From an optimization exercise on the open Yosys and OpenROAD flow, aimed at small area, a short achievable clock period and few clock cycles; shortcuts taken in it are not production practice.
Where RTL was checked, it was by simulation tests only, not by an equivalence proof against the original.
The RTL of runs 2 to 8 was laid out without a check of its function.

==> flow/design.v (outline; a module is shown in full before it is edited, if it fits) <==
// module brv32p_muldiv: 1440 lines
module brv32p_muldiv (
  input  logic        clk,
  input  logic        rst_n,
  input  logic        start,
  input  logic        hold,        
  input  logic [2:0]  op,          
  input  logic [31:0] a,           
  input  logic [31:0] b,           
  output logic [31:0] result,
  output logic        busy,
  output logic        valid        
);
  // ...
==> flow/flow/run.sh <==
#!/bin/bash
# Own flow: the standard layout, except that the synthesis maps the logic
# with an area-oriented ABC script (flow/abc_area.script) in place of ORFS's
# speed script. Everything else, registers included, is the standard synthesis:
# the same synth_recipe.tcl and ORFS synth.tcl, with only the abc call's script
# swapped. Timing is then repaired by the standard placement and CTS steps.
# Port buffers are buf_2 cells instead of ORFS's default pick.
set -euo pipefail
W=$(pwd)
FLOWDIR=$(cd "$(dirname "${BASH_SOURCE[0]}")" && pwd)

# ORFS synth.tcl with the abc script replaced
sed "s#log_cmd abc {\*}\$abc_args#log_cmd abc {*}[lreplace \$abc_args 0 1 -script $FLOWDIR/abc_area.script]#" \
  "$FLOW_HOME/scripts/synth.tcl" > "$W/own_synth_body.tcl"
grep -q "abc_area.script" "$W/own_synth_body.tcl"
sed "s#source \$::env(SCRIPTS_DIR)/synth.tcl#source $W/own_synth_body.tcl#" \
  "$W/synth_recipe.tcl" > "$W/own_synth.tcl"
grep -q "own_synth_body.tcl" "$W/own_synth.tcl"

# standard.sh with the synthesis script swapped, for the synthesis step only
sed "s#SYNTH_SCRIPT=[^ ]*#SYNTH_SCRIPT=$W/own_synth.tcl#" "$W/standard.sh" > "$W/own_standard.sh"
grep -q "own_synth.tcl" "$W/own_standard.sh"
# standard.sh whose port buffers are buf_2 cells (ORFS's default pick is a
# delay cell); every port still gets its buffer
sed "s#CLKGATE_MAP_FILE= #CLKGATE_MAP_FILE= BUFFER_PORTS_ARGS=-buffer_cell\\\\ sky130_fd_sc_hd__buf_2 #" "$W/standard.sh" > "$W/own_finish.sh"
grep -q "BUFFER_PORTS_ARGS" "$W/own_finish.sh"

bash "$W/own_standard.sh" synth > "$W/synth_make.log" 2>&1
bash "$W/own_finish.sh" finish > "$W/finish_make.log" 2>&1
test -f "$W/out/final.def"
==> flow/flow/abc_area.script <==
&get -n
&st
&dch
&nf -D 11000
&put
topo
stime -c
==> flow/standard.sh <==
#!/bin/bash
# synth_recipe.tcl (not shown) runs the flow's synth.tcl, then flattens the netlist and writes it again
# the make line also repeats each setting of config.mk as NAME=value (left out here)
make -C /OpenROAD-flow-scripts/flow DESIGN_CONFIG=/design/flow/config.mk WORK_HOME=/design/flow/orfs CLKGATE_MAP_FILE= SYNTH_SCRIPT=/design/flow/synth_recipe.tcl "${@:-finish}"
==> flow/config.mk <==
export PLATFORM = sky130hd
export DESIGN_NAME = brv32p_muldiv
export DESIGN_NICKNAME = brv32p_muldiv
export VERILOG_FILES = /design/flow/design.v
export SDC_FILE = /design/flow/constraint.sdc
export NUM_CORES = 8
export LEC_CHECK = 0
export CAP_MARGIN = 20
export CORE_MARGIN = 2
export CORE_UTILIZATION = 45
export PLACE_DENSITY = 0.6
export SETUP_SLACK_MARGIN = 2.5
export SLEW_MARGIN = 20
==> flow/constraint.sdc <==
create_clock -name core_clock -period 16.0 [get_ports {clk}]
set_input_delay 3.2000 -clock core_clock [delete_from_list [all_inputs] [get_ports {clk}]]
set_output_delay 3.2000 -clock core_clock [all_outputs]
set_load 0.01 [all_outputs]
==> flow_metrics.env, run 1 <==
export IMPL_outcome="complete, no violations"
export IMPL_antenna_found_initial=9
export IMPL_cts_path_max_buffers=2
export IMPL_synth_top_area_share_pct=22.7
export IMPL_seq_cell_count=107
export IMPL_yosys_area_share_simple_pct=11.2
export IMPL_dpl_cell_count=6255
export IMPL_clk_latency_ns=0.39
export IMPL_num_vias=42900
export IMPL_setup_viol=0
export IMPL_slew_headroom_pct=20.7
export IMPL_synthAdderAreaFrac_pct=32.2
export IMPL_regMostFlops="dv_r"
export IMPL_cp_cell_sequence="clkbuf_4 -> ha_4 -> nor2b_4 -> xor2_1 -> fa_1 -> fa_1 -> fa_1 -> fa_1 -> fa_1 -> fa_1 -> clkinv_1 -> ha_2 -> a21oi_2 -> o21ai_0 -> a21oi_1 -> o41ai_4 -> a31oi_2 -> o21ai_1 -> a21oi_1 -> xor2_1 -> o21ai_1 -> nand2_2 -> o31ai_1 -> buf_2"
export IMPL_non_clock_inverter_count=352
export IMPL_place_ws_ns=1.38
export IMPL_dominant_cells="multi-input combinational cells"
export IMPL_syn_mean_instance_area_sq_um=8.50
export IMPL_drv_cap=0
export IMPL_skew_ns=0.0113
export IMPL_synth_compound_area_share_pct=26.8
export IMPL_dr_wl_met3_mm=21.4
export IMPL_numCtsBuffers=9
export IMPL_wl_per_cell_um=30.0
export IMPL_diodes=5
Testbench counts, summed over its fixed seeds: cycles 17,182.
==> run 2, diff against run 1 <==
--- a/flow/design.v
+++ b/flow/design.v
@@ -1292,21 +1292,18 @@
   logic [31:0] abs_a, b_nx, b_mag;
   assign div_signed = ~op[0];                  
   assign a_neg = div_signed & a[31];
   assign b_neg = div_signed & b[31];
   assign d_cin = ~b_neg;
   assign abs_a = a_neg ? (~a + 32'd1) : a;
   assign b_nx  = b_neg ? b : ~b;               
   assign b_mag = ~b_nx;                        
-  logic b_zero, a_lt_b;
-  logic [32:0] cmp;
+  logic b_zero;
   assign b_zero = (b == 32'd0);
-  assign cmp    = {1'b0, abs_a} + {1'b1, b_nx} + {32'd0, d_cin};
-  assign a_lt_b = cmp[32];
   function automatic logic [5:0] bitlen(input logic [31:0] x);
     logic [15:0] z1; logic [15:0] c1;
     logic [7:0]  z2; logic [15:0] c2;
     logic [3:0]  z3; logic [11:0] c3;
     logic [1:0]  z4; logic [7:0]  c4;
     logic        z5; logic [4:0]  c5;
     for (int i = 0; i < 16; i++) begin
       z1[i] = ~(x[2*i+1] | x[2*i]);
@@ -1354,17 +1351,17 @@
   logic        div_active;
   logic [3:0]  div_cnt;                        
   logic        div_rem;
   logic        neg_q, neg_r, cin_r;
   logic [31:0] rem_r, quo_r;
   logic [35:0] dv_r;
   logic is_div_op, div_launch, div_fast;
   assign is_div_op  = op[2];
-  assign div_fast   = b_zero | a_lt_b;
+  assign div_fast   = b_zero | (len_a < len_b);    
   assign div_launch = start && !div_active && is_div_op && !div_fast;
   logic [31:0] rem_n, quo_n, rem_2, quo_2;
   logic [35:0] dv_n;
   always_comb begin
     logic [31:0] rm, qv;
     logic [35:0] dv;
     logic [36:0] diff;
     rm = rem_r;
==> flow/config.mk (replaced) <==
export PLATFORM = sky130hd
export DESIGN_NAME = brv32p_muldiv
export DESIGN_NICKNAME = brv32p_muldiv
export VERILOG_FILES = /design/flow/design.v
export SDC_FILE = /design/flow/constraint.sdc
export NUM_CORES = 8
export LEC_CHECK = 0
export CAP_MARGIN = 20
export CORE_MARGIN = 2
export CORE_UTILIZATION = 45
export PLACE_DENSITY = 0.6
export SETUP_SLACK_MARGIN = 2
export SLEW_MARGIN = 20
==> flow_metrics.env, run 2 <==
export IMPL_syn_instance_count=4839
export IMPL_regMostFlops="dv_r"
export IMPL_cp_end_kind="output port"
export IMPL_nets=5995
export IMPL_worst_setup_path_start_kind="primary input"
export IMPL_hpwlAfterDp_mm=134
export IMPL_gp_congestion=1.02
export IMPL_hold_path_class="reg -> reg"
export IMPL_start_util_pct=45.3
export IMPL_die_h_um=305
export IMPL_drv_slew=0
export IMPL_finalHoldViolCount=0
export IMPL_die_area_sq_um=92900
export IMPL_largest_register_ff_count=36
export IMPL_layout_common_cells="xor2_1, a22oi_1, fa_1"
export IMPL_synth_area_leaders="fa_1, xor2_1, a22oi_1"
export IMPL_die_w_um=305
export IMPL_ys_warn_count=1
export IMPL_wl_mm=179
export IMPL_cp_max_fo=21
export IMPL_period_share_pct=86.7
export IMPL_grt_pass1_wl_mm=262
export IMPL_antenna_left=0
export IMPL_use_met3_pct=6.68
export IMPL_grtUsageMet2_pct=59.3
export IMPL_syn_area_sq_um=40700
export IMPL_drt_iter0_drc=5211
export IMPL_synth_top_area_share_pct=22.9
export IMPL_outcome="complete, no violations"
export IMPL_worstSetupEndpoint="result[30]"
export IMPL_grt_ovfl_total=0
export IMPL_grtUsageMet1_pct=46.6
export IMPL_boundaryPins=105
export IMPL_required_ns=12.80
export IMPL_slew_headroom_pct=18.5
export IMPL_antenna_found_initial=5
export IMPL_grt_pass1_vias=41300
export IMPL_cts_tree="built"
export IMPL_drc=0
export IMPL_synth_common_cells="xor2_1, a22oi_1, fa_1"
export IMPL_ys_seq_elements=107
export IMPL_max_freq_mhz=72.0
export IMPL_yosysMostFrequentCell="xor2_1"
export IMPL_r2r_start="cin_r"
export IMPL_cts_path_max_buffers=2
export IMPL_wl_per_cell_um=28.1
export IMPL_setup_viol=0
export IMPL_skew_ns=0.0193
export IMPL_track_usage_pct=37.3
export IMPL_syn_mean_instance_area_sq_um=8.42
export IMPL_vias_per_cell=6.57
export IMPL_drtPass1Iterations=6
export IMPL_worstMarginPinSlew_ns=1.22
export IMPL_crit_type="in -> out"
export IMPL_clk_latency_ns=0.39
export IMPL_yosysSeqAreaShare_pct=7.14
export IMPL_reg2reg_slack_ns=2.76
export IMPL_startpoint="b[15]"
export IMPL_syn2layout_area_growth_pct=10.9
export IMPL_root_buffer="clkbuf_16"
export IMPL_setup_tns_ns=0
export IMPL_ys_types=61
export IMPL_drive_above_1_share_pct=7.78
export IMPL_port_buffers=104
export IMPL_synth_nets=5660
export IMPL_design_core_area_sq_um=89900
export IMPL_num_vias=41800
export IMPL_async_flop_share_pct=0.935
export IMPL_rr_endpoint="rem_r[28]"
export IMPL_row_count=110
export IMPL_reg_top3="dv_r x36, rem_r x32, quo_r x30"
export IMPL_r2r_cells=45
export IMPL_top_usage_layer="met2"
export IMPL_clk_pin_slew_ns=0.08
export IMPL_period_needed_ns=13.88
export IMPL_grt_max_degree=70
export IMPL_numCtsBuffers=9
export IMPL_drv_cap=0
export IMPL_arrival_ns=10.68
export IMPL_yosysTopAreaCell="fa_1"
export IMPL_cts_sinks=107
export IMPL_h_tree_depth=3
export IMPL_ys_flop_type="edfxtp_1"
export IMPL_rsz0062_at_grt="no"
export IMPL_synth_edf_count=76
==> run 2: cell count changes in the layout (fill, tap and decap cells not counted), sizes merged, moves of 18 or more <==
cell,before,now
buf,372,319
clkbuf,34,14
clkinv,352,323
ha,311,284
nand2,391,416
nor2,271,295
o22a,22,4
o22ai,24,57
xnor2,386,331
xor2,439,517
==> run 2: what timing repair did <==
item / CTS / global route
pin swaps: 0 / 3
gates resized for setup: 1 / 48
endpoints found under the setup margin: 4 / 48
setup buffers: 0 / 96
gates cloned: 0 / 1
hold buffers: 0 / 0
==> run 2: worst min-delay path by stage <==
| stage | startpoint | end | slack [ns] | cells past startpoint |
|---|---|---|---|---|
| 2_1_floorplan | quo_r[26] | quo_r[26] | 0.44 | 1 |
| 3_3_place_gp | quo_r[28] | quo_r[28] | 0.46 | 1 |
| 3_5_place_dp | quo_r[29] | quo_r[29] | 0.46 | 1 |
| 4_1_cts | quo_r[27] | quo_r[27] | 0.49 | 1 |
| 5_1_grt | quo_r[29] | quo_r[29] | 0.51 | 1 |
| 6_report | quo_r[28] | quo_r[28] | 0.48 | 1 |
==> run 2: cell type report <==
type                            count  area, sq um
Sequential cell                   107         2910
Antenna cell                        1         2.50
Multi-Input combinational cell   4408        37000
Inverter                          325         1220
Clock buffer                       10          229
Tap cell                         1176         1470
Clock inverter                      6         52.6
Timing Repair Buffer              323         2320
Fill cell                        8823        44700
==> run 2: logic make-up (layout without fill, tap and decap cells) <==
kind of cell    Yosys count  in the layout  share of synthesized area, %
compound gates         1657           1657                          25.9
xor+xnor                848            848                          18.2
fa+ha+maj               750            750                          31.6
buf+inv                 325            664                          3.00
flops                   107            107                          7.14
mux                      79             79                          2.12
other cells               1              2                       0.00921
simple gates           1072           1073                          12.0
==> run 2: layer usage <==
layer  up-vias  part of all wire, %
li1      18400                    -
met1     20200                   38
met2      2529                   44
met3       647                  9.6
met4         2                  7.9
met5         -               0.0089
==> run 2: metrics by stage <==
stage	setup WS [ns]	util [%]	instance area [sq um]	hold slack [ns]	instances
2_1_floorplan	2.03	-	40800	0.442	4839
3_3_place_gp	1.87	48.8	43900	0.459	6242
3_5_place_dp	1.80	48.8	43900	0.460	6242
4_1_cts	2.00	49.1	44100	0.487	6258
5_1_grt	1.96	50.2	45200	0.513	6355
6_report	2.12	50.3	45200	0.484	6356
==> run 2: worst max-delay path, stage by stage <==
cell      delay, ns
buf_2          0.15
ha_2           0.60
buf_4          0.38
a22oi_1        0.17
xnor2_1        0.36
fa_1           0.52
fa_1           0.50
fa_1           0.42
fa_1           0.49
fa_1           0.51
fa_1           0.51
clkinv_1       0.06
ha_1           0.39
nand2_1        0.14
nor2_1         0.22
nand2_1        0.07
o21ai_0        0.43
a31oi_2        0.20
o21ai_0        0.43
a31oi_1        0.17
xor2_1         0.16
o21ai_0        0.21
a22o_1         0.20
buf_2          0.14
==> run 3, diff against run 2 <==
==> flow/flow/abc_area.script (replaced) <==
&get -n
&st
&dch
&nf
&st
&dch
&nf
&put
topo
stime -c
==> flow_metrics.env, run 3 <==
export IMPL_fillers=8980
export IMPL_async_flop_share_pct=0.935
export IMPL_synth_edf_count=76
export IMPL_fin_cells=6407
export IMPL_wl_mm=191
export IMPL_port_buffers=104
export IMPL_ys_warn_count=1
export IMPL_grt_pass1_vias=41900
export IMPL_nets=6044
export IMPL_syn2layout_area_growth_pct=11.2
export IMPL_yosysSeqAreaShare_pct=7.15
export IMPL_worstHoldStart="quo_r[27]"
export IMPL_cp_end_kind="output port"
export IMPL_ys_seq_elements=107
export IMPL_synth_common_cells="xnor2_1, a22oi_1, nand2_1"
export IMPL_start_util_pct=45.3
export IMPL_period_share_pct=86.7
export IMPL_reg_top3="dv_r x36, rem_r x32, quo_r x30"
export IMPL_finalHoldViolCount=0
export IMPL_layout_setup_ws_ns=2.13
export IMPL_boundaryPins=105
export IMPL_worst_setup_path_start_kind="primary input"
export IMPL_design_core_area_sq_um=89900
export IMPL_drv_slew=0
export IMPL_drc=0
export IMPL_final_common_cell="xnor2_1"
export IMPL_final_seq_area_sq_um=2910
export IMPL_syn_area_sq_um=40700
export IMPL_die_area_sq_um=92900
export IMPL_grt_max_degree=69
export IMPL_cts_tree="built"
export IMPL_numCtsBuffers=9
export IMPL_hold_path_class="reg -> reg"
export IMPL_worstMarginPinSlew_ns=1.16
export IMPL_multiInputGateArea_sq_um=36900
export IMPL_track_usage_pct=40.2
export IMPL_synth_top_area_share_pct=22.9
export IMPL_largest_register_ff_count=36
export IMPL_slew_headroom_pct=21.9
export IMPL_cp_max_fo=20
export IMPL_setup_tns_ns=0
export IMPL_drtPass1Iterations=7
export IMPL_root_buffer="clkbuf_16"
export IMPL_syn_instance_count=4898
export IMPL_outcome="complete, no violations"
export IMPL_ys_flop_type="edfxtp_1"
export IMPL_drive_above_1_share_pct=8.21
export IMPL_cts_sinks=107
export IMPL_cts_hold_buf=0
export IMPL_yosysMostFrequentCell="xnor2_1"
export IMPL_dpl_cell_count=6349
export IMPL_required_ns=12.80
export IMPL_rsz0062_at_grt="yes"
export IMPL_skew_ns=0.0283
export IMPL_synth_area_leaders="fa_1, xnor2_1, a22oi_1"
export IMPL_vias_per_cell=6.66
export IMPL_max_freq_mhz=72.1
export IMPL_num_vias=42700
export IMPL_grt_pass1_wl_mm=280
export IMPL_die_h_um=305
export IMPL_arrival_ns=10.67
export IMPL_h_tree_depth=3
export IMPL_regMostFlops="dv_r"
export IMPL_row_count=110
export IMPL_drv_cap=0
export IMPL_antenna_left=0
export IMPL_layout_common_cells="xnor2_1, a22oi_1, nand2_1"
export IMPL_place_ws_ns=1.27
export IMPL_crit_type="in -> out"
export IMPL_wl_per_cell_um=29.9
export IMPL_synth_nets=5719
export IMPL_die_w_um=305
export IMPL_clk_pin_slew_ns=0.08
export IMPL_yosysTopAreaCell="fa_1"
export IMPL_gp_congestion=1.09
export IMPL_hpwlAfterDp_mm=146
export IMPL_r2r_start="dv_r[14]"
export IMPL_syn_mean_instance_area_sq_um=8.31
export IMPL_clk_latency_ns=0.40
export IMPL_drt_iter0_drc=4995
export IMPL_period_needed_ns=13.87
export IMPL_antenna_found_initial=6
export IMPL_ys_types=69
export IMPL_setup_viol=0
export IMPL_grt_ovfl_total=0
export IMPL_startpoint="b[17]"
export IMPL_cts_path_max_buffers=2
## run 3: worst paths after layout
| check | endpoint | slack [ns] | cells past startpoint |
|---|---|---|---|
| max | result[18] | 2.13 | 24 |
| min | quo_r[27] | 0.48 | 1 |
| max reg2reg | rem_r[8] | 2.70 | 52 |
| min reg2reg | quo_r[27] | 0.48 | 1 |
| max in group asynchronous | div_active | 13.34 | 1 |
| min in group asynchronous | div_active | 2.58 | 1 |
## run 3: area by class of cell
cell class                 count  area share (%)
clock buffer                  10           0.528
antenna                        3          0.0166
tap                         1176            3.25
multi-input combinational   4423            81.6
inverter                     370            3.09
sequential                   107            6.43
clock inverter                 6           0.113
timing repair buffer         312            4.93
## run 3: routing by layer
layer  share of wire (%)  vias to the layer above  global-route usage (%)
li1                    -                    18700                       -
met1                  38                    20800                    49.9
met2                  44                     2549                    63.2
met3                 9.0                      608                    6.82
met4                 8.6                        0                    29.4
met5                   0                        -                       0
## run 3: worst max-delay path, stage by stage
cell	delay, ns
buf_2	0.19
ha_2	0.69
buf_4	0.38
a22oi_1	0.16
xor2_1	0.20
ha_1	0.32
clkinv_1	0.07
fa_1	0.41
fa_1	0.53
fa_1	0.62
fa_1	0.46
fa_1	0.50
clkinv_1	0.07
ha_2	0.34
a21oi_2	0.19
o21ai_1	0.16
a221o_1	0.37
a221o_1	0.38
a221o_1	0.38
xnor2_1	0.17
nor2_1	0.05
or3_1	0.39
a32o_1	0.26
buf_2	0.15
## run 3: logic make-up (layout without fill, tap and decap cells)
family	count (synthesis)	after routing	synth area share, %
compound gates	1694	1694	27.5
xor+xnor	764	764	16.4
fa+ha+maj	750	750	31.7
buf+inv	370	698	3.41
flops	107	107	7.15
mux	32	32	0.802
other cells	1	4	0.00922
simple gates	1180	1182	13.0
## run 3: what timing repair did
item	4_1_cts	5_1_grt
hold endpoints to repair	0	0
resized for setup	41	65
pin swaps	4	8
setup buffers	16	21
cloned	1	1
setup endpoints to repair	60	56
## run 3: metrics by stage
stage | instance area (sq um) | hold slack [ns] | util [%]
3_5_place_dp | 44200 | 0.455 | 49.1
6_report | 45200 | 0.483 | 50.3
5_1_grt | 45200 | 0.506 | 50.3
2_1_floorplan | 40700 | 0.435 | -
4_1_cts | 44800 | 0.477 | 49.8
3_3_place_gp | 44200 | 0.458 | 49.1
==> run 4, diff against run 3 <==
==> flow/flow/abc_area.script (replaced) <==
&get -n
&st
&dch
&nf -D 11000
&put
topo
stime -c
--- a/flow/config.mk
+++ b/flow/config.mk
@@ -10,4 +10,4 @@
 export CORE_UTILIZATION = 45
 export PLACE_DENSITY = 0.6
-export SETUP_SLACK_MARGIN = 2
+export SETUP_SLACK_MARGIN = 1.5
 export SLEW_MARGIN = 20
==> flow_metrics.env, run 4 <==
export IMPL_outcome="complete, no violations"
export IMPL_syn_mean_instance_area_sq_um=8.42
export IMPL_crit_family="adder cells"
export IMPL_grt_ovfl_total=0
export IMPL_synth_edf_count=76
export IMPL_track_usage_pct=37.5
export IMPL_drive_above_1_share_pct=6.08
export IMPL_start_util_pct=45.3
export IMPL_drc=0
export IMPL_ys_warn_count=1
export IMPL_worstMarginPinSlew_ns=1.23
export IMPL_cp_num_buf_inv=6
export IMPL_layout_common_cells="xor2_1, a22oi_1, fa_1"
export IMPL_syn_instance_count=4839
export IMPL_synth_nets=5660
export IMPL_grt_pass1_vias=41500
export IMPL_cts_tree="built"
export IMPL_synth_top_area_share_pct=22.9
export IMPL_yosysMostFrequentCell="xor2_1"
export IMPL_required_ns=12.80
export IMPL_critical_path_max_stage_delay_ns=0.78
export IMPL_cts_path_max_buffers=2
export IMPL_die_h_um=305
export IMPL_crit_path_top_delay_cell="nor2b_4"
export IMPL_gp_congestion=1.02
export IMPL_slew_headroom_pct=17.9
export IMPL_reg_top3="dv_r x36, rem_r x32, quo_r x30"
export IMPL_cp_end_kind="output port"
export IMPL_h_tree_depth=3
export IMPL_stdcell_area_sq_um=44400
export IMPL_synth_area_leaders="fa_1, xor2_1, a22oi_1"
export IMPL_numCtsBuffers=9
export IMPL_finalHoldViolCount=0
export IMPL_ys_flop_type="edfxtp_1"
export IMPL_die_area_sq_um=92900
export IMPL_post_route_util_pct=49.3
export IMPL_period_needed_ns=14.29
export IMPL_hold_path_class="reg -> reg"
export IMPL_fin_hold_ws_ns=0.488
export IMPL_place_ws_ns=1.48
export IMPL_clk_latency_ns=0.39
export IMPL_hpwlAfterDp_mm=135
export IMPL_boundaryPins=105
export IMPL_ys_types=61
export IMPL_antenna_found_initial=4
export IMPL_rsz0062_at_grt="no"
export IMPL_nets=5913
export IMPL_wl_per_cell_um=28.3
export IMPL_cp_max_fo=19
export IMPL_fillers=8873
export IMPL_yosysSeqAreaShare_pct=7.14
export IMPL_num_vias=41200
export IMPL_period_share_pct=89.3
export IMPL_drv_cap=0
export IMPL_cts_sinks=107
export IMPL_design_core_area_sq_um=89900
export IMPL_crit_type="in -> out"
export IMPL_post_dp_cell_area_sq_um=43900
export IMPL_layout_setup_ws_ns=1.71
export IMPL_drtPass1Iterations=6
export IMPL_worst_setup_path_start_kind="primary input"
export IMPL_syn_area_sq_um=40700
export IMPL_setup_viol=0
export IMPL_root_buffer="clkbuf_16"
export IMPL_row_count=110
export IMPL_antenna_left=0
export IMPL_wl_mm=177
export IMPL_arrival_ns=11.09
export IMPL_grt_max_degree=66
export IMPL_final_common_cell="xor2_1"
export IMPL_syn2layout_area_growth_pct=8.91
export IMPL_synth_common_cells="xor2_1, a22oi_1, fa_1"
export IMPL_cts_hold_buf=0
export IMPL_port_buffers=104
export IMPL_regMostFlops="dv_r"
export IMPL_skew_ns=0.0128
export IMPL_async_flop_share_pct=0.935
export IMPL_yosysTopAreaCell="fa_1"
export IMPL_crit_path_frequent_cell="fa_1"
export IMPL_setup_tns_ns=0
export IMPL_vias_per_cell=6.57
export IMPL_ys_seq_elements=107
export IMPL_max_freq_mhz=70.0
export IMPL_largest_register_ff_count=36
export IMPL_clk_pin_slew_ns=0.08
export IMPL_die_w_um=305
export IMPL_grt_pass1_wl_mm=264
export IMPL_drt_iter0_drc=4831
export IMPL_drv_slew=0
## run 4: path summary, 6_finish.rpt
check,from,to,slack [ns],depth (start not counted)
worst max register to register,dv_r[6],rem_r[28],2.39,44
worst max-delay path,b[17],result[30],1.71,26
max in group asynchronous,rst_n,div_active,13.34,1
worst min-delay path,quo_r[28],quo_r[28],0.49,1
worst min register to register,quo_r[28],quo_r[28],0.49,1
min in group asynchronous,rst_n,div_active,2.57,1
## run 4: cell families (layout without fill, tap and decap cells)
kind of cell | Yosys count | after routing | synth area share (%)
flops | 107 | 107 | 7.14
compound gates | 1657 | 1657 | 25.9
buf+inv | 325 | 583 | 3.00
mux | 79 | 79 | 2.12
simple gates | 1072 | 1072 | 12.0
fa+ha+maj | 750 | 750 | 31.6
xor+xnor | 848 | 848 | 18.2
other cells | 1 | 4 | 0.00921
## run 4: per-layer routing
metal  part of all wire [%]  global-route usage (%)  vias up
li1                       -                       -    18200
met1                     38                    46.0    20200
met2                     45                    60.4     2340
met3                    9.7                    7.29      536
met4                    7.3                    24.0        2
met5                 0.0085                       0        -
## run 4: layout make-up
class / count / area, sq um / area share [%]
diodes: 3 / 7.51 / 0.0169
clock buffers: 9 / 225 / 0.508
clock inverters: 7 / 62.6 / 0.141
inverters: 325 / 1220 / 2.75
multi-input cells: 4407 / 36900 / 83.1
flip-flops and latches: 107 / 2910 / 6.56
well taps: 1176 / 1470 / 3.32
repair buffers: 242 / 1590 / 3.57
## run 4: through the flow
| stage | cells |
|---|---|
| 5_1_grt | 6274 |
| 3_5_place_dp | 6248 |
| 4_1_cts | 6264 |
| 2_1_floorplan | 4839 |
| 6_report | 6276 |
| 3_3_place_gp | 6248 |
## run 4: what timing repair did
action,in CTS,in global routing
pin swaps,0,1
cloned,0,0
gates resized for setup,2,16
setup buffers,0,8
endpoints found under the setup margin,1,49
==> run 5, diff against run 4 <==
--- a/flow/config.mk
+++ b/flow/config.mk
@@ -8,6 +8,6 @@
 export CAP_MARGIN = 20
 export CORE_MARGIN = 2
-export CORE_UTILIZATION = 45
-export PLACE_DENSITY = 0.6
-export SETUP_SLACK_MARGIN = 1.5
+export CORE_UTILIZATION = 50
+export PLACE_DENSITY = 0.65
+export SETUP_SLACK_MARGIN = 2
 export SLEW_MARGIN = 20
==> flow_metrics.env, run 5 <==
export IMPL_arrival_ns=10.62
export IMPL_drv_slew=0
export IMPL_h_tree_depth=3
export IMPL_hold_path_class="reg -> reg"
export IMPL_wl_mm=174
export IMPL_synth_top_area_share_pct=22.9
export IMPL_yosysMostFrequentCell="xor2_1"
export IMPL_yosysTopAreaCell="fa_1"
export IMPL_cp_end_kind="output port"
export IMPL_async_flop_share_pct=0.935
export IMPL_synth_edf_count=76
export IMPL_rsz0062_at_grt="yes"
export IMPL_outcome="complete, no violations"
export IMPL_reg_top3="dv_r x36, rem_r x32, quo_r x30"
export IMPL_row_count=104
export IMPL_cts_tree="built"
export IMPL_syn2layout_area_growth_pct=9.84
export IMPL_regMostFlops="dv_r"
export IMPL_crit_type="in -> out"
export IMPL_worst_setup_path_start_kind="primary input"
export IMPL_period_needed_ns=13.82
export IMPL_cp_max_fo=21
export IMPL_cts_sinks=107
export IMPL_hpwlAfterDp_mm=132
export IMPL_root_buffer="clkbuf_16"
export IMPL_antenna_found_initial=5
export IMPL_syn_area_sq_um=40700
export IMPL_drt_iter0_drc=4820
export IMPL_design_core_area_sq_um=80500
export IMPL_crit_path_top_delay_cell="ha_2"
export IMPL_r2r_start="dv_r[6]"
export IMPL_reg2reg_slack_ns=2.46
export IMPL_finalHoldViolCount=0
export IMPL_required_ns=12.80
export IMPL_nets=5942
export IMPL_startpoint="b[3]"
export IMPL_synth_area_leaders="fa_1, xor2_1, a22oi_1"
export IMPL_gp_congestion=1.02
export IMPL_final_common_cell="xor2_1"
export IMPL_worstMarginPinSlew_ns=1.10
export IMPL_syn_mean_instance_area_sq_um=8.42
export IMPL_grt_pass1_vias=40800
export IMPL_drv_cap=0
export IMPL_skew_ns=0.0191
export IMPL_largest_register_ff_count=36
export IMPL_drive_above_1_share_pct=6.87
export IMPL_clk_latency_ns=0.39
export IMPL_grt_pass1_wl_mm=256
export IMPL_port_buffers=104
export IMPL_die_h_um=289
export IMPL_cts_hold_buf=0
export IMPL_boundaryPins=105
export IMPL_drtPass1Iterations=6
export IMPL_post_route_util_pct=55.5
export IMPL_cts_path_max_buffers=2
export IMPL_setup_viol=0
export IMPL_layout_common_cells="xor2_1, a22oi_1, fa_1"
export IMPL_syn_instance_count=4839
export IMPL_start_util_pct=50.6
export IMPL_period_share_pct=86.4
export IMPL_max_freq_mhz=72.4
export IMPL_ys_flop_type="edfxtp_1"
export IMPL_yosysSeqAreaShare_pct=7.14
export IMPL_grt_ovfl_total=0
export IMPL_slew_headroom_pct=26.7
export IMPL_clk_pin_slew_ns=0.07
export IMPL_grt_max_degree=72
export IMPL_ys_warn_count=1
export IMPL_antenna_left=0
export IMPL_ys_types=61
export IMPL_setup_tns_ns=0
export IMPL_crit_path_frequent_cell="fa_1"
export IMPL_vias_per_cell=6.73
export IMPL_critical_path_max_stage_delay_ns=0.71
export IMPL_numCtsBuffers=9
export IMPL_die_w_um=289
export IMPL_synth_nets=5660
export IMPL_ys_seq_elements=107
export IMPL_die_area_sq_um=83700
export IMPL_worstHoldStart="quo_r[28]"
export IMPL_drc=0
export IMPL_synth_common_cells="xor2_1, a22oi_1, fa_1"
export IMPL_wl_per_cell_um=28.2
export IMPL_track_usage_pct=40.5
export IMPL_num_vias=41600
==> run 5: through the flow <==
step                instance area (sq um)  cells  worst slack [ns]  hold WS [ns]
floorplan                           40800   4839              2.03         0.442
global placement                    43800   6132              1.77         0.469
detailed placement                  43800   6132              1.65         0.460
CTS                                 44100   6148              1.89         0.490
global route                        44700   6186              1.97         0.529
finish                              44700   6189              2.18         0.493
==> run 5: repair_timing <==
action	in CTS	in global routing
resized for setup	12	49
setup endpoints to repair	41	51
cloned	0	6
buffers inserted	0	32
pin swaps	0	4
==> run 5: cell type report <==
| cell class | instances | area, sq um |
|---|---|---|
| multi-input combinational | 4412 | 37100 |
| fill | 7690 | 35800 |
| sequential | 107 | 2910 |
| timing repair buffer | 266 | 1910 |
| tap | 1060 | 1330 |
| inverter | 325 | 1220 |
| clock buffer | 9 | 225 |
| clock inverter | 7 | 70.1 |
| antenna | 3 | 7.51 |
==> run 5: metal layers <==
| metal | up-vias | routed length, um | share of wire [%] | track usage (%) |
|---|---|---|---|---|
| met2 | 2663 | 77700 | 45 | 64.5 |
| li1 | 18300 | - | - | - |
| met4 | 4 | 13300 | 7.6 | 24.9 |
| met5 | - | 23 | 0.013 | 0 |
| met3 | 615 | 17600 | 10 | 6.36 |
| met1 | 20100 | 65900 | 38 | 51.7 |
==> run 5: cell families after synthesis <==
family	Yosys count	synth area share, %
mux	79	2.12
xor+xnor	848	18.2
simple gates	1072	12.0
flops	107	7.14
fa+ha+maj	750	31.6
compound gates	1657	25.9
other cells	1	0.00921
buf+inv	325	3.00
==> run 5: final timing paths <==
path                               to  depth (start not counted)
setup / recovery           result[30]                         26
hold / removal              quo_r[28]                          1
setup reg to reg             rem_r[4]                         47
max in group asynchronous  div_active                          1
hold reg to reg             quo_r[28]                          1
min in group asynchronous  div_active                          1
==> run 5: worst max-delay path: cells and delay by family <==
kind / cells / cell delay (ns)
fa+ha+maj: 8 / 4.05
compound gates: 11 / 2.39
buf+inv: 5 / 0.60
xor+xnor: 2 / 0.36
==> run 6, diff against run 5 <==
--- a/flow/config.mk
+++ b/flow/config.mk
@@ -8,6 +8,6 @@
 export CAP_MARGIN = 20
 export CORE_MARGIN = 2
-export CORE_UTILIZATION = 50
-export PLACE_DENSITY = 0.65
+export CORE_UTILIZATION = 55
+export PLACE_DENSITY = 0.7
 export SETUP_SLACK_MARGIN = 2
 export SLEW_MARGIN = 20
==> flow_metrics.env, run 6 <==
export IMPL_root_buffer="clkbuf_16"
export IMPL_reg_top3="dv_r x36, rem_r x32, quo_r x30"
export IMPL_cts_hold_buf=0
export IMPL_ys_seq_elements=107
export IMPL_worstMarginPinSlew_ns=1.22
export IMPL_hold_path_class="reg -> reg"
export IMPL_synth_top_area_share_pct=22.9
export IMPL_final_common_cell="xor2_1"
export IMPL_layout_common_cells="xor2_1, a22oi_1, fa_1"
export IMPL_period_share_pct=87.1
export IMPL_grt_pass1_wl_mm=257
export IMPL_yosysMostFrequentCell="xor2_1"
export IMPL_setup_tns_ns=0
export IMPL_cp_cell_sequence="buf_6 -> ha_2 -> nor2b_2 -> xnor2_1 -> ha_1 -> fa_1 -> clkinv_1 -> fa_1 -> fa_1 -> fa_1 -> fa_1 -> clkinv_1 -> ha_1 -> a21oi_1 -> o21ai_0 -> a21o_1 -> a21oi_1 -> o21ai_0 -> a21oi_1 -> xor2_1 -> o21ai_0 -> nand2_1 -> o21ai_0 -> buf_2"
export IMPL_drt_iter0_drc=4528
export IMPL_post_dp_cell_area_sq_um=43700
export IMPL_port_buffers=104
export IMPL_boundaryPins=105
export IMPL_die_w_um=276
export IMPL_syn2layout_area_growth_pct=9.33
export IMPL_synth_edf_count=76
export IMPL_slew_headroom_pct=18.6
export IMPL_grt_ovfl_total=0
export IMPL_wl_mm=174
export IMPL_cp_max_fo=15
export IMPL_antenna_left=0
export IMPL_syn_instance_count=4839
export IMPL_drtPass1Iterations=9
export IMPL_h_tree_depth=3
export IMPL_synth_area_leaders="fa_1, xor2_1, a22oi_1"
export IMPL_start_util_pct=55.7
export IMPL_cts_path_max_buffers=2
export IMPL_required_ns=12.80
export IMPL_die_area_sq_um=76200
export IMPL_drv_slew=0
export IMPL_rsz0062_at_grt="no"
export IMPL_critical_path_max_stage_delay_ns=0.82
export IMPL_fillers=6812
export IMPL_yosysTopAreaCell="fa_1"
export IMPL_finalHoldViolCount=0
export IMPL_track_usage_pct=44.1
export IMPL_crit_type="in -> out"
export IMPL_clk_pin_slew_ns=0.08
export IMPL_crit_path_frequent_cell="fa_1"
export IMPL_worst_setup_path_start_kind="primary input"
export IMPL_crit_path_top_delay_cell="nor2b_2"
export IMPL_ys_types=61
export IMPL_yosysSeqAreaShare_pct=7.14
export IMPL_stdcell_area_sq_um=44500
export IMPL_num_vias=42100
export IMPL_syn_area_sq_um=40700
export IMPL_regMostFlops="dv_r"
export IMPL_outcome="complete, no violations"
export IMPL_largest_register_ff_count=36
export IMPL_max_freq_mhz=71.8
export IMPL_gp_congestion=1.02
export IMPL_row_count=99
export IMPL_cts_tree="built"
export IMPL_numCtsBuffers=9
export IMPL_drive_above_1_share_pct=6.84
export IMPL_design_core_area_sq_um=73100
export IMPL_die_h_um=276
export IMPL_nets=5944
export IMPL_cp_num_buf_inv=4
export IMPL_async_flop_share_pct=0.935
export IMPL_synth_nets=5660
export IMPL_syn_mean_instance_area_sq_um=8.42
export IMPL_post_route_util_pct=60.9
export IMPL_drv_cap=0
export IMPL_cp_end_kind="output port"
export IMPL_crit_family="adder cells"
export IMPL_drc=0
export IMPL_grt_max_degree=75
export IMPL_hpwlAfterDp_mm=131
export IMPL_fin_hold_ws_ns=0.488
export IMPL_wl_per_cell_um=28.6
export IMPL_period_needed_ns=13.93
export IMPL_antenna_found_initial=3
export IMPL_setup_viol=0
export IMPL_ys_flop_type="edfxtp_1"
export IMPL_ys_warn_count=1
export IMPL_arrival_ns=10.73
export IMPL_grt_pass1_vias=41900
export IMPL_cts_sinks=107
export IMPL_vias_per_cell=6.91
export IMPL_skew_ns=0.0172
export IMPL_clk_latency_ns=0.39
export IMPL_synth_common_cells="xor2_1, a22oi_1, fa_1"
==> run 6: metrics by stage <==
| step | instances | setup slack [ns] |
|---|---|---|
| final | 6088 | 2.07 |
| after global routing | 6087 | 2.00 |
| after CTS | 6052 | 1.99 |
| after detailed placement | 6034 | 1.72 |
| after global placement | 6034 | 1.83 |
| after floorplan | 4839 | 2.03 |
==> run 6: cell type report <==
type	instances	area, sq um	area share (%)
sequential	107	2910	6.53
multi-input combinational	4410	37000	83.1
tap	959	1200	2.70
clock inverter	6	55.1	0.124
clock buffer	10	239	0.537
inverter	325	1220	2.74
antenna	1	2.50	0.00562
timing repair buffer	270	1900	4.26
==> run 6: kinds of logic (layout without fill, tap and decap cells) <==
| group | Yosys count | after routing | synth area share [%] |
|---|---|---|---|
| and+or+nand+nor | 1072 | 1075 | 12.0 |
| adders and majority gates | 750 | 750 | 31.6 |
| muxes | 79 | 79 | 2.12 |
| AOI/OAI and AO/OA | 1657 | 1657 | 25.9 |
| buffers and inverters | 325 | 611 | 3.00 |
| other | 1 | 2 | 0.00921 |
| xor gates and xnor gates | 848 | 848 | 18.2 |
| DFF | 107 | 107 | 7.14 |
==> run 6: worst paths after layout <==
path	startpoint	end	slack [ns]	depth (start not counted)
worst max-delay path	b[1]	result[19]	2.07	24
worst min-delay path	quo_r[27]	quo_r[27]	0.49	1
worst max register to register	cin_r	rem_r[4]	2.53	45
worst min register to register	quo_r[27]	quo_r[27]	0.49	1
max in group asynchronous	rst_n	div_active	13.35	1
min in group asynchronous	rst_n	div_active	2.57	1
==> run 6: metal layers <==
layer / vias to the layer above / wire [um] / global-route usage (%)
li1: 18300 / - / -
met1: 20100 / 62500 / 53.0
met2: 2922 / 77400 / 71.2
met3: 788 / 18900 / 8.77
met4: 2 / 15000 / 31.3
met5: - / 14 / 0
==> run 6: worst register-to-register path: cells and delay by family, from the launching register on <==
kind / cells / cell delay, ns
simple gates: 10 / 2.10
compound gates: 23 / 6.18
fa+ha+maj: 4 / 1.79
xor+xnor: 2 / 0.53
mux: 3 / 1.44
buf+inv: 3 / 0.55
flops: 1 / 0.57
==> run 6: repair_timing <==
| action | 4_1_cts | 5_1_grt |
|---|---|---|
| gates cloned | 2 | 1 |
| endpoints found under the hold margin | 0 | 0 |
| pin swaps | 0 | 3 |
| setup buffers | 0 | 34 |
| resized for setup | 7 | 48 |
| setup endpoints to repair | 10 | 51 |
==> run 7, diff against run 6 <==
--- a/flow/config.mk
+++ b/flow/config.mk
@@ -9,5 +9,5 @@
 export CORE_MARGIN = 2
 export CORE_UTILIZATION = 55
-export PLACE_DENSITY = 0.7
+export PLACE_DENSITY = 0.85
 export SETUP_SLACK_MARGIN = 2
 export SLEW_MARGIN = 20
==> flow_metrics.env, run 7 <==
export IMPL_outcome="complete, no violations"
export IMPL_period_share_pct=86.6
export IMPL_num_vias=42800
export IMPL_skew_ns=0.0175
export IMPL_port_buffers=104
export IMPL_antenna_left=0
export IMPL_grt_pass1_wl_mm=254
export IMPL_drc=0
export IMPL_layout_common_cells="xor2_1, a22oi_1, fa_1"
export IMPL_dpl_cell_count=6024
export IMPL_fin_hold_ws_ns=0.488
export IMPL_boundaryPins=105
export IMPL_design_core_area_sq_um=73100
export IMPL_wl_per_cell_um=27.8
export IMPL_synth_nets=5660
export IMPL_h_tree_depth=3
export IMPL_die_area_sq_um=76200
export IMPL_synth_edf_count=76
export IMPL_setup_viol=0
export IMPL_final_common_cell="xor2_1"
export IMPL_max_freq_mhz=72.1
export IMPL_synth_top_area_share_pct=22.9
export IMPL_ys_flop_type="edfxtp_1"
export IMPL_reg_top3="dv_r x36, rem_r x32, quo_r x30"
export IMPL_drtPass1Iterations=19
export IMPL_yosysMostFrequentCell="xor2_1"
export IMPL_synth_common_cells="xor2_1, a22oi_1, fa_1"
export IMPL_nets=5936
export IMPL_die_w_um=276
export IMPL_root_buffer="clkbuf_16"
export IMPL_cts_path_max_buffers=2
export IMPL_syn_mean_instance_area_sq_um=8.42
export IMPL_antenna_found_initial=6
export IMPL_setup_tns_ns=0
export IMPL_required_ns=12.80
export IMPL_top_usage_layer="met2"
export IMPL_drive_above_1_share_pct=6.68
export IMPL_start_util_pct=55.7
export IMPL_ys_warn_count=1
export IMPL_fin_cells=6082
export IMPL_die_h_um=276
export IMPL_largest_register_ff_count=36
export IMPL_slew_headroom_pct=21.1
export IMPL_crit_type="in -> out"
export IMPL_worst_setup_path_start_kind="primary input"
export IMPL_grt_pass1_vias=42900
export IMPL_worstMarginPinSlew_ns=1.18
export IMPL_finalHoldViolCount=0
export IMPL_cts_sinks=107
export IMPL_drv_slew=0
export IMPL_async_flop_share_pct=0.935
export IMPL_clk_pin_slew_ns=0.08
export IMPL_yosysTopAreaCell="fa_1"
export IMPL_ys_types=61
export IMPL_cp_end_kind="output port"
export IMPL_vias_per_cell=7.04
export IMPL_wl_mm=169
export IMPL_clk_latency_ns=0.38
export IMPL_use_met3_pct=10.9
export IMPL_grt_max_degree=72
export IMPL_grt_ovfl_total=0
export IMPL_regMostFlops="dv_r"
export IMPL_row_count=99
export IMPL_cp_max_fo=12
export IMPL_yosysSeqAreaShare_pct=7.14
export IMPL_syn2layout_area_growth_pct=9.28
export IMPL_hpwlAfterDp_mm=126
export IMPL_grtUsageMet1_pct=52.1
export IMPL_grtUsageMet2_pct=66.6
export IMPL_hold_path_class="reg -> reg"
export IMPL_syn_instance_count=4839
export IMPL_cts_tree="built"
export IMPL_arrival_ns=10.66
export IMPL_period_needed_ns=13.86
export IMPL_drt_iter0_drc=6446
export IMPL_synth_area_leaders="fa_1, xor2_1, a22oi_1"
export IMPL_drv_cap=0
export IMPL_track_usage_pct=43.0
export IMPL_ys_seq_elements=107
export IMPL_syn_area_sq_um=40700
export IMPL_rsz0062_at_grt="no"
export IMPL_numCtsBuffers=9
export IMPL_gp_congestion=1.06
==> run 7: cell counts after synthesis <==
Identical to the previous run, type by type.
==> run 7: final timing paths <==
kind / startpoint / end / slack (ns) / cells past startpoint
max: b[3] / result[12] / 2.14 / 24
min: quo_r[28] / quo_r[28] / 0.49 / 1
max reg2reg: cin_r / rem_r[10] / 2.55 / 45
min reg2reg: quo_r[28] / quo_r[28] / 0.49 / 1
max in group asynchronous: rst_n / div_active / 13.35 / 1
min in group asynchronous: rst_n / div_active / 2.57 / 1
==> run 7: cell families (layout without fill, tap and decap cells) <==
| logic type | count (synthesis) | after routing | synth area share, % |
|---|---|---|---|
| AOI/OAI and AO/OA | 1657 | 1657 | 25.9 |
| and+or+nand+nor | 1072 | 1075 | 12.0 |
| xor gates and xnor gates | 848 | 848 | 18.2 |
| adders and majority gates | 750 | 750 | 31.6 |
| buffers and inverters | 325 | 603 | 3.00 |
| DFF | 107 | 107 | 7.14 |
| muxes | 79 | 79 | 2.12 |
| other | 1 | 4 | 0.00921 |
==> run 7: per-layer routing <==
metal / vias up / wire length [um]
met2: 3453 / 72800
met1: 20100 / 58700
met4: 6 / 15100
met3: 1001 / 22500
met5: - / 40
li1: 18200 / -
==> run 7: worst max-delay path: stages <==
cell and delay [ns]:
buf_2 0.20, ha_4 0.23, nor2b_2 0.91, xor2_1 0.21
fa_1 0.57, clkinv_1 0.08, fa_1 0.48, clkinv_1 0.08
fa_1 0.44, fa_1 0.45, fa_1 0.50, clkinv_1 0.06
ha_1 0.40, a21oi_1 0.22, o21a_1 0.15, o21ai_0 0.14
a211o_1 0.39, a221oi_1 0.42, nor2_1 0.09, a211oi_1 0.33
xor2_1 0.15, o21ai_0 0.51, a22o_1 0.26, buf_2 0.15
==> run 7: timing repair <==
action | in CTS | in global routing
buffers inserted | 3 | 33
hold buffers | 0 | 0
pin swaps | 0 | 5
resized for setup | 12 | 42
gates cloned | 0 | 3
setup endpoints to repair | 7 | 53
==> run 7: final cells by class <==
type	count	area, sq um
multi-input cells	4410	37000
well taps	959	1200
diodes	3	7.51
repair buffers	262	1850
inverters	325	1220
flip-flops and latches	107	2910
fillers	6459	28600
clock buffers	11	254
clock inverters	5	41.3
==> run 7: through the flow <==
step	setup slack, ns	instance area [sq um]	util, %
floorplan	2.03	40800	-
finish	2.14	44500	60.9
global placement	1.76	43600	59.7
CTS	1.97	44000	60.2
detailed placement	1.65	43600	59.7
global route	1.94	44500	60.9
==> run 8, diff against run 7 <==
--- a/flow/config.mk
+++ b/flow/config.mk
@@ -8,6 +8,6 @@
 export CAP_MARGIN = 20
 export CORE_MARGIN = 2
-export CORE_UTILIZATION = 55
-export PLACE_DENSITY = 0.85
+export CORE_UTILIZATION = 60
+export PLACE_DENSITY = 0.75
 export SETUP_SLACK_MARGIN = 2
 export SLEW_MARGIN = 20
==> flow_metrics.env, run 8 <==
export IMPL_outcome="complete, no violations"
export IMPL_num_vias=42400
export IMPL_synth_top_area_share_pct=22.9
export IMPL_grt_pass1_vias=42200
export IMPL_crit_path_frequent_cell="fa_1"
export IMPL_die_area_sq_um=70000
export IMPL_crit_family="adder cells"
export IMPL_setup_tns_ns=0
export IMPL_drv_slew=0
export IMPL_gp_congestion=1.05
export IMPL_wl_mm=169
export IMPL_grt_max_degree=83
export IMPL_final_seq_area_sq_um=2910
export IMPL_syn_area_sq_um=40700
export IMPL_worstSetupEndpoint="result[12]"
export IMPL_drc=0
export IMPL_layout_setup_ws_ns=2.06
export IMPL_synth_edf_count=76
export IMPL_h_tree_depth=3
export IMPL_ys_warn_count=1
export IMPL_clk_pin_slew_ns=0.08
export IMPL_ys_seq_elements=107
export IMPL_crit_path_top_delay_cell="buf_2"
export IMPL_period_needed_ns=13.94
export IMPL_clk_latency_ns=0.38
export IMPL_stdcell_area_sq_um=44200
export IMPL_yosysMostFrequentCell="xor2_1"
export IMPL_muxShareOfSynthArea_pct=2.12
export IMPL_synth_compound_area_share_pct=25.9
export IMPL_skew_ns=0.0136
export IMPL_yosys_area_share_simple_pct=12.0
export IMPL_required_ns=12.80
export IMPL_largest_register_ff_count=36
export IMPL_period_share_pct=87.1
export IMPL_yosysTopAreaCell="fa_1"
export IMPL_hpwlAfterDp_mm=128
export IMPL_start_util_pct=60.6
export IMPL_yosysSeqAreaShare_pct=7.14
export IMPL_grt_pass1_wl_mm=252
export IMPL_layout_common_cells="xor2_1, a22oi_1, fa_1"
export IMPL_synth_nets=5660
export IMPL_track_usage_pct=47.1
export IMPL_worst_setup_path_start_kind="primary input"
export IMPL_regMostFlops="dv_r"
export IMPL_startpoint="a[25]"
export IMPL_drtPass1Iterations=7
export IMPL_slew_headroom_pct=18.3
export IMPL_rr_endpoint="rem_r[0]"
export IMPL_antenna_left=0
export IMPL_row_count=95
export IMPL_cp_num_buf_inv=4
export IMPL_wl_per_cell_um=28.3
export IMPL_die_h_um=265
export IMPL_cp_cell_sequence="buf_2 -> buf_4 -> a22oi_1 -> xor2_1 -> fa_1 -> fa_1 -> fa_1 -> fa_1 -> fa_1 -> fa_1 -> clkinv_1 -> ha_1 -> a21oi_1 -> o21ai_0 -> a211o_1 -> a221oi_1 -> nor2_1 -> a211oi_1 -> xor2_1 -> o21ai_0 -> a22o_1 -> buf_2"
export IMPL_nets=5925
export IMPL_worstHoldStart="quo_r[26]"
export IMPL_fillers=5976
export IMPL_ys_types=61
export IMPL_die_w_um=265
export IMPL_critical_path_max_stage_delay_ns=0.60
export IMPL_drive_above_1_share_pct=6.50
export IMPL_post_dp_cell_area_sq_um=43500
export IMPL_r2r_start="dv_r[6]"
export IMPL_reg2reg_slack_ns=2.58
export IMPL_syn_mean_instance_area_sq_um=8.42
export IMPL_vias_per_cell=7.09
export IMPL_drt_iter0_drc=4996
export IMPL_syn2layout_area_growth_pct=8.65
export IMPL_numCtsBuffers=9
export IMPL_synthXorXnorAreaFrac_pct=18.2
export IMPL_cts_tree="built"
export IMPL_crit_type="in -> out"
export IMPL_boundaryPins=105
export IMPL_r2r_cells=47
export IMPL_cp_max_fo=25
export IMPL_synthAdderAreaFrac_pct=31.6
export IMPL_synth_common_cells="xor2_1, a22oi_1, fa_1"
export IMPL_setup_viol=0
export IMPL_reg_top3="dv_r x36, rem_r x32, quo_r x30"
export IMPL_cts_sinks=107
export IMPL_cp_end_kind="output port"
export IMPL_root_buffer="clkbuf_16"
export IMPL_design_core_area_sq_um=67200
export IMPL_place_ws_ns=1.83
export IMPL_synth_area_leaders="fa_1, xor2_1, a22oi_1"
export IMPL_syn_instance_count=4839
export IMPL_final_common_cell="xor2_1"
export IMPL_multiInputGateArea_sq_um=37000
export IMPL_finalHoldViolCount=0
export IMPL_async_flop_share_pct=0.935
export IMPL_max_freq_mhz=71.8
export IMPL_hold_path_class="reg -> reg"
export IMPL_arrival_ns=10.74
export IMPL_antenna_found_initial=4
export IMPL_port_buffers=104
export IMPL_cts_path_max_buffers=2
export IMPL_cp_depth=22
export IMPL_post_route_util_pct=65.9
export IMPL_drv_cap=0
export IMPL_grt_ovfl_total=0
export IMPL_ys_flop_type="edfxtp_1"
export IMPL_synth_top_family_by_area="adder cells"
export IMPL_rsz0062_at_grt="yes"
export IMPL_worstMarginPinSlew_ns=1.22
-- run 8: routing by layer --
metal	GRT usage [%]	up-vias	part of all wire, %
li1	-	18200	-
met1	56.6	20200	35
met2	74.5	3094	44
met3	11.3	878	12
met4	33.5	6	9.0
met5	0	-	0.024
-- run 8: metrics by stage --
step           cells  hold WS (ns)
2_1_floorplan   4839         0.442
3_3_place_gp    5941         0.463
3_5_place_dp    5941         0.457
4_1_cts         5958         0.494
5_1_grt         5982         0.518
6_report        5983         0.490
-- run 8: repair_timing --
item / 4_1_cts / 5_1_grt
setup buffers: 0 / 21
setup endpoints to repair: 8 / 51
hold buffers: 0 / 0
gates cloned: 1 / 3
resized for setup: 9 / 34
pin swaps: 0 / 1
-- run 8: layout make-up --
class                           instances  area share [%]
Multi-Input combinational cell       4411            83.6
Sequential cell                       107            6.57
Timing Repair Buffer                  250            3.91
Inverter                              325            2.76
Tap cell                              873            2.47
Clock buffer                            9           0.509
Clock inverter                          7           0.144
Antenna cell                            1         0.00566
-- run 8: worst min-delay path by stage --
stage | end | slack, ns | depth (start not counted)
global route | quo_r[26] | 0.52 | 1
floorplan | quo_r[26] | 0.44 | 1
global placement | quo_r[26] | 0.46 | 1
CTS | quo_r[26] | 0.49 | 1
finish | quo_r[26] | 0.49 | 1
detailed placement | quo_r[26] | 0.46 | 1
-- run 8: logic make-up (layout without fill, tap and decap cells) --
logic type,after synthesis,in the layout
AOI/OAI and AO/OA,1657,1657
xor gates and xnor gates,848,848
adders and majority gates,750,750
buffers and inverters,325,591
DFF,107,107
muxes,79,79
other,1,2
and+or+nand+nor,1072,1076
-- run 8: worst register-to-register path, delay by kind of cell, from the launching register on --
| kind | cells | cell delay, ns |
|---|---|---|
| and+or+nand+nor | 9 | 1.91 |
| adders and majority gates | 4 | 1.73 |
| buffers and inverters | 6 | 1.06 |
| xor gates and xnor gates | 2 | 0.40 |
| AOI/OAI and AO/OA | 22 | 6.03 |
| muxes | 4 | 1.43 |
| DFF | 1 | 0.59 |

[separate check: timing with driven ports]
In the flow no input, the clock included, has a driving cell. The finished layouts below were timed again as built, in two steps.
Step 1 (the two cells are an assumption about what drives the block):
set clk [get_ports {clk}]
set_driving_cell -lib_cell sky130_fd_sc_hd__clkbuf_16 $clk
set_driving_cell -lib_cell sky130_fd_sc_hd__buf_2 [delete_from_list [all_inputs] $clk]
Step 2 times the ports against the registers' clock, not the clock port: input delays grow and output delays shrink by t, the midpoint of the rising clock arrivals with the driver on.
Three values: no drivers, after step 1, after step 2; two values: the first two.
run | t (ns) | slack for setup (ns) | worst hold slack (ns)
run 1 | 0.439 | 2.394 / 2.372 / 2.372 | 0.484 / 0.484 / 0.484
run 2 | 0.443 | 2.120 / 2.040 / 2.040 | 0.484 / 0.484 / 0.484
run 3 | 0.446 | 2.134 / 2.070 / 2.070 | 0.483 / 0.483 / 0.483
run 4 | 0.438 | 1.713 / 1.692 / 1.692 | 0.488 / 0.488 / 0.488
run 5 | 0.443 | 2.183 / 2.099 / 2.099 | 0.493 / 0.493 / 0.493
run 6 | 0.435 | 2.069 / 2.021 / 2.021 | 0.488 / 0.488 / 0.488
run 7 | 0.423 | 2.138 / 2.120 / 2.120 | 0.488 / 0.488 / 0.488
run 8 | 0.433 | 2.064 / 2.041 / 2.041 | 0.490 / 0.490 / 0.490
After both steps setup and hold are still met in every run listed. For run 5, which loses most, drivers alone change the setup slack by -0.084 ns; drivers and shift together by -0.084 ns.
